This is an optimization exercise on Yosys and OpenROAD, whose aim is small area and few clock cycles per item, not a production implementation.
The RTL was checked by simulation tests, not by an equivalence proof against the original design.
The flow treats the clock pin as an ideal source. Dropping or thinning the clock tree relies on that and would not hold on a real chip.

==> flow/design.v <==
module sdram #(parameter FREQ = 50000000) (
  input  logic clk,
  input  logic reset,
  input  logic        read,
  input  logic        write,
  input  logic [1:0]  wr_strb,
  input  logic [25:0] addr,   
  output logic        cmd_ready,
  input  logic [15:0] data_write,
  output logic [15:0] data_read,
  output logic        data_read_val,
  output logic        sdram_cs,         
  output logic [1:0]  sdram_bank,       
  output logic [12:0] sdram_addr,       
  output logic        sdram_ras,        
  output logic        sdram_cas,        
  output logic        sdram_we,         
  input  logic [15:0] sdram_data_in,    
  output logic [15:0] sdram_data_out,   
  output logic        sdram_drive_data  
);
  localparam [2:0] CMD_NOP     = 3'b111;
  localparam [2:0] CMD_ACTIVE  = 3'b011;
  localparam [2:0] CMD_READ    = 3'b101;
  localparam [2:0] CMD_WRITE   = 3'b100;
  localparam [2:0] CMD_PRECHG  = 3'b010;
  localparam [2:0] CMD_AUTOREF = 3'b001;
  localparam [2:0] CMD_MRS     = 3'b000;
  localparam [12:0] MODE = 13'h0223;
  logic        h_chip;
  logic [1:0]  h_bank;
  logic [12:0] h_row;
  logic [9:0]  h_col;
  assign {h_chip, h_bank, h_row, h_col} = addr;
  localparam [8:0] A_TAPS  = 9'b100100011;
  localparam [8:0] A_RESET = 9'd133;
  localparam [8:0] A_START = 9'd207;
  localparam [4:0] B_TAPS  = 5'b10010;
  localparam [4:0] B_RESET = 5'd15;
  localparam [4:0] B_INIT  = 5'd1;
  logic [8:0]  tmr_a;
  logic [4:0]  tmr_b;
  logic        win;
  logic        init_done;
  logic        ob_v;
  logic [2:0]  ob_bank;     
  logic [12:0] ob_row;
  logic [1:0]  act_sh;      
  logic        pre_last;    
  logic [1:0]  rd_sh;       
  logic win_start, win_end, seq_cmd;
  assign win_start = (tmr_a == A_START) & (init_done | (tmr_b == B_INIT));
  assign win_end = tmr_a[0] & tmr_a[3];
  assign seq_cmd = win & tmr_a[6];
  logic req, hit, do_rd, do_wr, do_pre, do_act, host_ok;
  assign req = read | write;
  assign host_ok = req & init_done & ~win;
  assign hit = ob_v & (ob_bank == {h_chip, h_bank}) & (ob_row == h_row);
  assign do_rd  = host_ok & hit & read & ~act_sh[0];
  assign do_wr  = host_ok & hit & write & ~act_sh[0] & (rd_sh == 2'b00);
  assign do_pre = host_ok & ~hit & ob_v & (act_sh == 2'b00);
  assign do_act = host_ok & ~ob_v & ~(pre_last & (ob_bank == {h_chip, h_bank}));
  assign cmd_ready = do_rd | do_wr;
  logic [2:0] cmd;
  assign {sdram_ras, sdram_cas, sdram_we} = cmd;
  always_comb begin
    cmd = CMD_NOP;
    if (seq_cmd)
      cmd = tmr_a[4] ? CMD_PRECHG : init_done ? CMD_AUTOREF : CMD_MRS;
    else if (do_pre)
      cmd = CMD_PRECHG;
    else if (do_act)
      cmd = CMD_ACTIVE;
    else if (do_rd)
      cmd = CMD_READ;
    else if (do_wr)
      cmd = CMD_WRITE;
    if (win) begin
      sdram_cs = ~tmr_a[0];
      sdram_bank = 2'b00;
      sdram_addr = {2'b00, tmr_a[4], MODE[9:0]};    
    end else if (ob_v) begin
      {sdram_cs, sdram_bank} = ob_bank;
      sdram_addr = {wr_strb & {2{write}}, 1'b0, h_col};
    end else begin
      {sdram_cs, sdram_bank} = {h_chip, h_bank};
      sdram_addr = h_row;
    end
  end
  assign sdram_drive_data = do_wr;
  assign sdram_data_out = data_write;
  assign data_read = sdram_data_in;
  assign data_read_val = rd_sh[1];
  always_ff @(posedge clk) begin
    if (reset) begin
      tmr_a <= A_RESET;
      tmr_b <= B_RESET;
      win <= 1'b0;
      init_done <= 1'b0;
      ob_v <= 1'b0;
      rd_sh <= 2'b00;
    end else begin
      rd_sh <= {rd_sh[0], do_rd};
      tmr_a <= {tmr_a[7:0], ^(tmr_a & A_TAPS)};
      tmr_b <= {tmr_b[3:0], ^(tmr_b & B_TAPS)};
      if (win_start)
        win <= 1'b1;
      else if (win_end)
        win <= 1'b0;
      if (win & win_end)
        init_done <= 1'b1;
      if (seq_cmd || do_pre)
        ob_v <= 1'b0;
      else if (do_act)
        ob_v <= 1'b1;
    end
    act_sh <= {act_sh[0], do_act};
    pre_last <= do_pre;
    if (!ob_v) begin
      ob_bank <= {h_chip, h_bank};
      ob_row <= h_row;
    end
  end
endmodule
==> flow/config.mk <==
export PLATFORM = sky130hd
export DESIGN_NAME = sdram
export DESIGN_NICKNAME = sdram
export VERILOG_FILES = /design/flow/design.v
export SDC_FILE = /design/flow/constraint.sdc
export NUM_CORES = 4
export LEC_CHECK = 0
export CAP_MARGIN = 20
export CORE_MARGIN = 2
export CORE_UTILIZATION = 40
export SLEW_MARGIN = 20
==> flow/constraint.sdc <==
create_clock -name core_clock -period 20.0 [get_ports {clk}]
set_input_delay 4.0000 -clock core_clock [delete_from_list [all_inputs] [get_ports {clk}]]
set_output_delay 4.0000 -clock core_clock [all_outputs]
set_load 0.01 [all_outputs]
standard.sh (not shown) runs the stock make flow with config.mk's settings and CLKGATE_MAP_FILE= SYNTH_SCRIPT=/design/flow/synth_recipe.tcl, a recipe that flattens the netlist after the stock synthesis.
==> flow/flow/run.sh <==
#!/bin/bash
# The standard layout (standard.sh) with three changes:
#  - synthesis maps logic with an area-oriented abc script (flow/area.abc),
#    through flow/abc_area.tcl sourced ahead of synth_recipe.tcl;
#  - port buffers use the smallest buffer cell;
#  - the clock tree is a few equal buffers fed by the clock port, each
#    driving a group of nearby flip-flops (flow/clock_leaves.tcl, run as
#    ORFS's PRE_CTS_TCL hook in place of clock_tree_synthesis).
set -euo pipefail
here=$(pwd)
cat flow/abc_area.tcl synth_recipe.tcl > my_synth.tcl
sed "s#SYNTH_SCRIPT=[^ ]*#SYNTH_SCRIPT=$here/my_synth.tcl#" standard.sh > my_standard.sh
export MY_ABC_SCRIPT=$here/flow/area.abc
export BUFFER_PORTS_ARGS="-buffer_cell sky130_fd_sc_hd__buf_1"
export PRE_CTS_TCL=$here/flow/clock_leaves.tcl
export MY_CLOCK_LEAVES=4
export MY_CLOCK_BUFFER=sky130_fd_sc_hd__buf_4
bash my_standard.sh > standard.log 2>&1
Other scripts of this flow, unchanged in this note and not shown: flow/flow/abc_area.tcl, flow/flow/area.abc, flow/flow/clock_leaves.tcl
The first run went through all stages and came out clean.
Testbench counts at the start, summed over its fixed seeds: cycles 41,548, items 24,000.
Rerun with:
--- a/flow/design.v
+++ b/flow/design.v
@@ -43,25 +43,26 @@
   logic        win;
   logic        init_done;
   logic        ob_v;
   logic [2:0]  ob_bank;     
   logic [12:0] ob_row;
-  logic [1:0]  act_sh;      
-  logic        pre_last;    
+  logic        act_last;    
+  logic        pre_same;    
   logic [1:0]  rd_sh;       
   logic win_start, win_end, seq_cmd;
   assign win_start = (tmr_a == A_START) & (init_done | (tmr_b == B_INIT));
   assign win_end = tmr_a[0] & tmr_a[3];
   assign seq_cmd = win & tmr_a[6];
-  logic req, hit, do_rd, do_wr, do_pre, do_act, host_ok;
+  logic req, bank_eq, hit, do_rd, do_wr, do_pre, do_act, ok;
   assign req = read | write;
-  assign host_ok = req & init_done & ~win;
-  assign hit = ob_v & (ob_bank == {h_chip, h_bank}) & (ob_row == h_row);
-  assign do_rd  = host_ok & hit & read & ~act_sh[0];
-  assign do_wr  = host_ok & hit & write & ~act_sh[0] & (rd_sh == 2'b00);
-  assign do_pre = host_ok & ~hit & ob_v & (act_sh == 2'b00);
-  assign do_act = host_ok & ~ob_v & ~(pre_last & (ob_bank == {h_chip, h_bank}));
+  assign ok = init_done & ~win;
+  assign bank_eq = (ob_bank == {h_chip, h_bank});
+  assign hit = ob_v & bank_eq & (ob_row == h_row);
+  assign do_rd  = ok & hit & read & ~act_last;
+  assign do_wr  = ok & hit & write & ~act_last & (rd_sh == 2'b00);
+  assign do_pre = ok & ob_v & ~(req & hit);
+  assign do_act = ok & req & ~ob_v & ~pre_same;
   assign cmd_ready = do_rd | do_wr;
   logic [2:0] cmd;
   assign {sdram_ras, sdram_cas, sdram_we} = cmd;
   always_comb begin
     cmd = CMD_NOP;
@@ -112,13 +113,11 @@
       if (seq_cmd || do_pre)
         ob_v <= 1'b0;
       else if (do_act)
         ob_v <= 1'b1;
     end
-    act_sh <= {act_sh[0], do_act};
-    pre_last <= do_pre;
-    if (!ob_v) begin
-      ob_bank <= {h_chip, h_bank};
-      ob_row <= h_row;
-    end
+    act_last <= do_act;
+    pre_same <= do_pre & (bank_eq | ~req);
+    ob_bank <= {h_chip, h_bank};
+    ob_row <= h_row;
   end
 endmodule
What happened: Cell area falls by a little under a tenth; sequential share of layout area falls by 4.2 points; worst setup slack is better by 320 ps; hold slack improves by 31 ps; die area drops by a little under a tenth; synthesized cell count drops slightly; global-route usage increases by 0.70 points; clock skew came out lower by 3.0 ps; utilization falls by 0.32 points.
Testbench counts after the change, summed over its fixed seeds: cycles 41,548, items 24,000.
In every run of this note, the design's own scripts or RTL, not TritonCTS, make the clock network.

[what the ideal ports hide]
In the flow no input, the clock included, has a driving cell. The finished layouts below were timed again as built, in two steps.
Step 1 (the two cells are an assumption about what drives the block):
set clk [get_ports {clk}]
set_driving_cell -lib_cell sky130_fd_sc_hd__clkbuf_16 $clk
set_driving_cell -lib_cell sky130_fd_sc_hd__buf_2 [delete_from_list [all_inputs] $clk]
Step 2, shift: input delay + t, output delay - t, t = (earliest + latest rising clock arrival at the registers) / 2. This alone moves slack from input paths to output paths.
a / b / c = no drivers / after step 1 / after step 2; a / b = the first two.
run | t (ns) | slack for setup (ns) | clock arrival spread, ns | worst register clock-pin slew, ns
the first run | 0.168 | 9.692 / 9.665 / 9.665 | 0.009 / 0.009 | 0.09 / 0.09
the second run | 0.169 | 10.013 / 9.992 / 9.992 | 0.006 / 0.005 | 0.09 / 0.09
After both steps setup and hold are still met in every run listed. For the first run, which loses most, drivers alone change the setup slack by -0.027 ns; drivers and shift together by -0.027 ns.
